This is an optimization exercise on Yosys and OpenROAD, whose aim is small area and a short achievable clock period, not a production implementation. Where RTL was checked, it was by simulation tests only, not by an equivalence proof against the original.

== before ==
// MEMCTRL_CORE
module MEMCTRL_CORE(
   BIST_PASS,
   MEM_ADDR, MEM_CE, MEM_WEB, MEM_OEB, MEM_CSB, MEM_IDATA, MEM_ODATA_SELECT,
   SPARE_MEM_ADDR, SPARE_MEM_CE, SPARE_MEM_WEB, SPARE_MEM_OEB, SPARE_MEM_CSB,
   SPARE_MEM_IDATA, SPARE_MEM_ODATA_SELECT,
   ADDR, CE, CLK, CSB, IDATA, OEB, RSTN, WEB, BIST_EN, BIST_MODE, MEM_ODATA
   );
Size: ~390 flip-flops, ~270 I/O pins.
Settings: LEC_CHECK=0, CAP_MARGIN=20, CORE_MARGIN=2, CORE_UTILIZATION=65, CTS_BUF_LIST=sky130_fd_sc_hd__clkbuf_16, CTS_CLUSTER_DIAMETER=100, CTS_CLUSTER_SIZE=20, SLEW_MARGIN=20; clock period 350.0 ns.
standard.sh (not shown) runs the stock make flow with config.mk's settings and CLKGATE_MAP_FILE= SYNTH_SCRIPT=/design/flow/synth_recipe.tcl, a recipe that flattens the netlist after the stock synthesis.
==> flow/flow/run.sh <==
#!/bin/bash
# The standard layout (standard.sh: standard synthesis, floorplan, place,
# CTS, route, finish), except that the buffers put on the input and output
# ports are the smallest buffer cell instead of the resizer's default choice,
# and the clock tree is built without dummy balancing loads.
# make's full output goes to flow_make.log; each ORFS step keeps its own log
# under orfs/logs/.
set -euo pipefail
bash standard.sh \
  "BUFFER_PORTS_ARGS=-buffer_cell sky130_fd_sc_hd__buf_1" \
  "CTS_ARGS=-sink_clustering_enable -repair_clock_nets -sink_clustering_size 20 -sink_clustering_max_diameter 100 -buf_list sky130_fd_sc_hd__clkbuf_16 -dont_use_dummy_load" \
  finish > flow_make.log 2>&1
Every stage of the flow completed for before, and the final layout passed the timing, design-rule and antenna checks.
## Diff of input files: after against before
--- a/flow/design.v
+++ b/flow/design.v
@@ -231,42 +231,42 @@
          sc <= ~BIST_EN & flt & ~CSB;
          so <= ~BIST_EN & flt & ~OEB;
       end
    end
    always @(posedge CLK) begin
       ra   <= BIST_EN ? baddr  : ADDR[9:0];
       rd   <= BIST_EN ? bidata : IDATA;
       rce  <= BIST_EN ? bce    : CE;
       rweb <= BIST_EN ? bweb   : WEB;
-      rsel <= BIST_EN ? bsel   : ADDR[15:10];
+      rsel <= BIST_EN ? bsel   : (flt ? {1'b0, sceff} : ADDR[15:10]);
       ridx <= BIST_EN ? bpidx  : ADDR[15:10];
    end
    wire [7:0] lo8 = 8'd1 << ridx[2:0];
    wire [7:0] hi8 = 8'd1 << ridx[5:3];
-   wire [7:0] loc = {8{mc}} & lo8;
-   wire [7:0] loo = {8{mo}} & lo8;
-   wire [7:0] slo = 8'd1 << screg[2:0];
-   wire [3:0] shi = 4'd1 << screg[4:3];
+   wire [7:0] hic = {8{mc}} & hi8;
+   wire [7:0] hio = {8{mo}} & hi8;
+   wire [7:0] slo = 8'd1 << rsel[2:0];
+   wire [3:0] shi = 4'd1 << rsel[4:3];
    wire [3:0] shc = {4{sc}} & shi;
    wire [3:0] sho = {4{so}} & shi;
    genvar gj;
    generate
       for (gj = 0; gj < 64; gj = gj + 1) begin : g_mem_sel
-         assign MEM_CSB[gj] = ~(hi8[gj / 8] & loc[gj % 8]);
-         assign MEM_OEB[gj] = ~(hi8[gj / 8] & loo[gj % 8]);
+         assign MEM_CSB[gj] = ~(hic[gj / 8] & lo8[gj % 8]);
+         assign MEM_OEB[gj] = ~(hio[gj / 8] & lo8[gj % 8]);
       end
       for (gj = 0; gj < 25; gj = gj + 1) begin : g_spare_sel
          assign SPARE_MEM_CSB[gj] = ~(shc[gj / 8] & slo[gj % 8]);
          assign SPARE_MEM_OEB[gj] = ~(sho[gj / 8] & slo[gj % 8]);
       end
    endgenerate
    assign MEM_ADDR         = {10{fm}} & ra;
    assign MEM_CE           = fm & rce;
    assign MEM_WEB          = ~fm | rweb;
    assign MEM_IDATA        = {8{fm}} & rd;
    assign MEM_ODATA_SELECT = {6{fm}} & rsel;
    assign SPARE_MEM_ADDR         = {7{fs}} & ra[6:0];
    assign SPARE_MEM_CE           = fs & rce;
    assign SPARE_MEM_WEB          = ~fs | rweb;
    assign SPARE_MEM_IDATA        = {8{fs}} & rd;
-   assign SPARE_MEM_ODATA_SELECT = {5{fs}} & screg;
+   assign SPARE_MEM_ODATA_SELECT = {5{fs}} & rsel[4:0];
 endmodule
### Flow results
In after, simple-gate share of the synthesized area is lower than in before. after — signal arrival time at the worst endpoint 180 ps higher, before as reference. The global-route met2 utilization reported for after is smaller than that of before by 1.0 points. Of after and before, the run reporting the higher met3 layer usage reported by global route was after. Diff before -> after | worst setup slack | decrease of 150 ps. after -> before: number of design rule violations left after detail routing delta 0, exact match. Wire: after routes less than before.
For before, only the layout was checked, not whether the RTL still works.

static timing again, ports no longer ideal:
Ports are ideal in the flow. The routed layouts listed here were re-timed in OpenROAD.
Step 1, drivers: a clkbuf_16 drives CLK and a buf_2 each remaining input, both assumed.
Step 2 also shifts input and output timing later by t, the mid clock arrival at the registers, as if the neighbouring blocks saw the same clock.
Slacks: ideal ports / drivers / drivers and shift; pairs: ideal ports / drivers.
| run | t, ns | slack for setup (ns) | worst setup path at the end | clock arrival spread, ns | worst data-port slew with drivers (ns) |
|---|---|---|---|---|---|
| before | 0.599 | 276.773 / 276.784 / 276.184 | input to register | 0.047 / 0.047 | 0.06 |
| after | 0.589 | 276.623 / 276.656 / 276.068 | input to register | 0.028 / 0.027 | 0.06 |
After both steps setup and hold are still met in every run listed. The setup slack of before, which loses most, moves by +0.011 ns with the drivers and by -0.589 ns with both steps.
